From an optimization exercise on the open Yosys and OpenROAD flow, aimed at small area; shortcuts taken in it are not production practice.
Only simulation tests tie the RTL to the original design; equivalence was not proved. No driver is modelled on the clock port, so clocking that relies on it looks cheaper here than on a real chip.

==> 08-02 <==
## system_top
module system_top (
    input  wire               clk,
    input  wire               rst_n,
    input  wire signed [15:0] data_in,
    output wire signed [3:0]  sdm_out
);
clock: 20.0 ns
lec_check: 0
cap_margin: 20
core_margin: 2
core_utilization: 65
place_density: 0.75
slew_margin: 20
synth_hierarchical: 1
standard.sh (not shown) runs the stock make flow with config.mk's settings and CLKGATE_MAP_FILE= SYNTH_SCRIPT=/design/flow/synth_recipe.tcl, a recipe that flattens the netlist after the stock synthesis.
==> flow/flow/run.sh <==
#!/bin/bash
set -e
export CTS_ARGS="-sink_clustering_enable -repair_clock_nets -buf_list sky130_fd_sc_hd__clkbuf_16 -sink_clustering_size 34 -sink_clustering_max_diameter 100 -dont_use_dummy_load"
cp standard.sh standard_sh.log
bash standard.sh > standard.log 2>&1
==> 04-14: changes against 08-02 <==
==> flow/run.sh (new file) <==
#!/bin/bash
# synth_recipe.tcl (not shown) runs the flow's synth.tcl, then flattens the netlist and writes it again
# the make line also repeats each setting of config.mk as NAME=value (left out here)
make -C /OpenROAD-flow-scripts/flow DESIGN_CONFIG=/design/flow/config.mk WORK_HOME=/design/flow/orfs CLKGATE_MAP_FILE= SYNTH_SCRIPT=/design/flow/synth_recipe.tcl finish
- CORE_UTILIZATION: 65 -> 40
- CTS_BUF_LIST: not set -> sky130_fd_sc_hd__clkbuf_16
- CTS_CLUSTER_DIAMETER: not set -> 100
- CTS_CLUSTER_SIZE: not set -> 24
- PLACE_DENSITY: 0.75 -> 0.6
removed: flow/flow/run.sh
removed: flow/standard.sh
==> flow_metrics.env <==
export IMPL_tightest_slew_ps=1110
export IMPL_wire_per_inst_um=22.1
export IMPL_status="timing/DRC/antenna clean"
export IMPL_fin_ws_ps=879
export IMPL_cp_num_cells=51
export IMPL_nClkBuffers=45
export IMPL_final_util_pct=69.8
export IMPL_drive_gt1_share_pct=6.37
export IMPL_grt_max_degree=87
export IMPL_firstDrtPassIters=19
export IMPL_dp_cells=3827
(the above is from 08-02)
==> flow_metrics.env <==
export IMPL_status="timing/DRC/antenna clean"
export IMPL_firstDrtPassIters=17
export IMPL_wire_per_inst_um=17.8
export IMPL_cp_num_cells=48
export IMPL_nClkBuffers=58
export IMPL_dp_cells=4444
(the above is from 04-14)

========
==> try-ember: inputs <==
Starting RTL as in the previous note.
Settings: LEC_CHECK=0, CAP_MARGIN=20, CORE_MARGIN=2, CORE_UTILIZATION=40, CTS_BUF_LIST=sky130_fd_sc_hd__clkbuf_16, CTS_CLUSTER_DIAMETER=120, CTS_CLUSTER_SIZE=28, GPL_TIMING_DRIVEN=0, PLACE_DENSITY=0.6, SLEW_MARGIN=20, SYNTH_HIERARCHICAL=1; clock period 20.0 ns.
run.sh (not shown) runs the stock make flow with config.mk's settings and CLKGATE_MAP_FILE= SYNTH_SCRIPT=/design/flow/synth_recipe.tcl, a recipe that flattens the netlist after the stock synthesis.
Stock flow here: none of the scripts above is used.
==> try-quartz: changes against try-ember <==
--- a/flow/config.mk
+++ b/flow/config.mk
@@ -6,12 +6,13 @@
 export NUM_CORES = 4
 export LEC_CHECK = 0
 export CAP_MARGIN = 20
+export CELL_PAD_IN_SITES_DETAIL_PLACEMENT = 1
+export CELL_PAD_IN_SITES_GLOBAL_PLACEMENT = 1
 export CORE_MARGIN = 2
 export CORE_UTILIZATION = 40
 export CTS_BUF_LIST = sky130_fd_sc_hd__clkbuf_16
-export CTS_CLUSTER_DIAMETER = 120
-export CTS_CLUSTER_SIZE = 28
-export GPL_TIMING_DRIVEN = 0
+export CTS_CLUSTER_DIAMETER = 100
+export CTS_CLUSTER_SIZE = 24
 export PLACE_DENSITY = 0.6
 export SLEW_MARGIN = 20
 export SYNTH_HIERARCHICAL = 1
==> results.txt <==
Data on the critical path arrives at its endpoint at 19.24 ns. Area added between synthesis and finish: 9.85%.

The cell count of the worst reg-to-reg path was 50; the length of routed wiring on met1 was 42400 um. After legalization and detailed placement, the total HPWL measured 67100 um. Met2 wirelength from detailed routing: 43300 um. In this run the register-to-register setup slack is 1.27 ns.

The capture endpoint of the worst hold path was r1[767]. Clock skew on the completed layout was measured at 0.0508 ns. The first global-routing pass estimated 151000 um of wire. The clock-cell share of area was 4.15%. The run gives 3 as the number of antenna violations at the first check in global routing. The clock reaches the later pin of the worst-skew pair after 0.66 ns. Clock-pin slew was measured on the worst setup and hold paths at 0.09 ns.

The run finished with no timing, DRC or antenna violations. At the end of the flow the core is filled with cells to 44.1%. The total stage count of the critical path is 50, and the maximum clock frequency is 53.4 MHz.
Source of the figures above: try-quartz

==> results.txt <==
Counting buffers and inverters, the worst setup path is 51 cells deep. After clock tree synthesis, the clock-pin slew on the worst setup and hold paths is 0.10 ns. The tools report the detailed-placement wirelength estimate as 60100 um.

Non-clock buffers in the final layout number 104. The combinational family with the most area after synthesis is adder cells. The length of routed wiring on met1 is 38600 um. For the arrival time of data at the critical path endpoint, the log shows 19.84 ns.

The number of antenna violations at the first check in global routing is 0. The commonest non-fill, non-tap cell in the layout was sky130_fd_sc_hd__dfxtp_1. The tools report the share of the core filled with cells in the final layout as 43.8%. For hold timing, the worst endpoint is r1[91]. Compared with the post-synthesis result, the final layout area differs by 8.87%.

At the later pin of the worst-skew pair, clock insertion delay measures 0.69 ns. Derived from the worst setup path, the maximum achievable clock frequency is 51.9 MHz. The setup check on the worst reg-to-reg path leaves a slack of 0.73 ns. The run finished with no timing, DRC or antenna violations.

The first global-routing pass estimated 136000 um of wire.
Source of the figures above: try-ember


========
==> run E <==
Starting RTL as in the previous note.
clock: 20.0 ns
lec_check: 0
cap_margin: 20
core_margin: 2
core_utilization: 40
place_density: 0.6
slew_margin: 20
synth_hierarchical: 1
standard.sh (not shown) runs the stock make flow with config.mk's settings and CLKGATE_MAP_FILE= SYNTH_SCRIPT=/design/flow/synth_recipe.tcl, a recipe that flattens the netlist after the stock synthesis.
==> flow/flow/run.sh <==
#!/bin/bash
set -e
export CTS_ARGS="-sink_clustering_enable -repair_clock_nets -buf_list sky130_fd_sc_hd__clkbuf_16 -sink_clustering_size 28 -sink_clustering_max_diameter 120 -dont_use_dummy_load"
cp standard.sh standard_sh.log
bash standard.sh > standard.log 2>&1
==> run C (differences from run E) <==
==> flow/run.sh (new file) <==
#!/bin/bash
# synth_recipe.tcl (not shown) runs the flow's synth.tcl, then flattens the netlist and writes it again
# the make line also repeats each setting of config.mk as NAME=value (left out here)
make -C /OpenROAD-flow-scripts/flow DESIGN_CONFIG=/design/flow/config.mk WORK_HOME=/design/flow/orfs CLKGATE_MAP_FILE= SYNTH_SCRIPT=/design/flow/synth_recipe.tcl finish
--- a/flow/config.mk
+++ b/flow/config.mk
@@ -10,2 +10,5 @@
 export CORE_UTILIZATION = 40
+export CTS_BUF_LIST = sky130_fd_sc_hd__clkbuf_16
+export CTS_CLUSTER_DIAMETER = 120
+export CTS_CLUSTER_SIZE = 28
 export PLACE_DENSITY = 0.6
removed: flow/flow/run.sh
removed: flow/standard.sh
==> comparison table <==
Core utilization of the finished layout: run E 0.434; run C 0.435
Worst Max-Slew Pin Slew: run E 1.14 ns; run C 1.10 ns
Worst path arrival time: run E 18.89 ns; run C 18.98 ns
Layout cell share with drive strength beyond 1: run E 0.0649; run C 0.0668
Fin Clk Skew: run E 0.0837 ns; run C 0.0858 ns
Detailed route wirelength on metal3: run E 5030 um; run C 4920 um
Count of fill cells added during filler insertion: run E 10100; run C 10000
Relative slew slack: run E 0.239; run C 0.267
Insertion delay of the later-clocked pin in the worst-skew pair: run E 0.65 ns; run C 0.69 ns
Buffer share of cell area: run E 0.0121; run C 0.0121
Result of the run: run E timing/DRC/antenna clean; run C timing/DRC/antenna clean
Peak per-stage delay on the critical path: run E 0.75 ns; run C 0.73 ns
Worst reg2reg setup slack: run E 1.61 ns; run C 1.56 ns
Hold EP: run E r1[502]$_DFF_P_; run C r1[438]$_DFF_P_
Required time at the worst-slack endpoint: run E 20.50 ns; run C 20.54 ns

==> what the ideal ports hide <==
How much do the figures lean on ideal ports? The routed layouts below were timed once more, with nothing changed but the port constraints. Step 1: set_driving_cell puts a clkbuf_16 on clk and a buf_2 on each other input, an assumption about the parent block. Step 2 adds t to the input delays and takes it off the output delays; t is the mean of the earliest and latest rising clock arrival at the registers after step 1. Input paths then give back, and output paths get back, about the clock's delay inside the block. a / b / c = no drivers / after step 1 / after step 2; a / b = the first two.
run | t, ns | setup WS [ns] | hold slack, ns | latest minus earliest clock arrival (ns) | worst data-port slew with drivers (ns)
08-02 | 0.638 | 0.879 / 0.879 / 0.879 | 0.246 / 0.246 / 0.246 | 0.135 / 0.134 | 0.09
04-14 | 0.736 | 1.588 / 1.588 / 1.588 | 0.285 / 0.285 / 0.285 | 0.056 / 0.056 | 0.04
try-ember | 0.723 | 0.728 / 0.728 / 0.728 | 0.272 / 0.272 / 0.272 | 0.073 / 0.074 | 0.05
try-quartz | 0.700 | 1.268 / 1.268 / 1.268 | 0.312 / 0.312 / 0.312 | 0.051 / 0.051 | 0.05
run E | 0.675 | 1.610 / 1.610 / 1.610 | 0.294 / 0.294 / 0.294 | 0.092 / 0.092 | 0.04
run C | 0.717 | 1.560 / 1.560 / 1.560 | 0.289 / 0.289 / 0.289 | 0.091 / 0.091 | 0.04
After both steps every run listed still meets setup and hold.
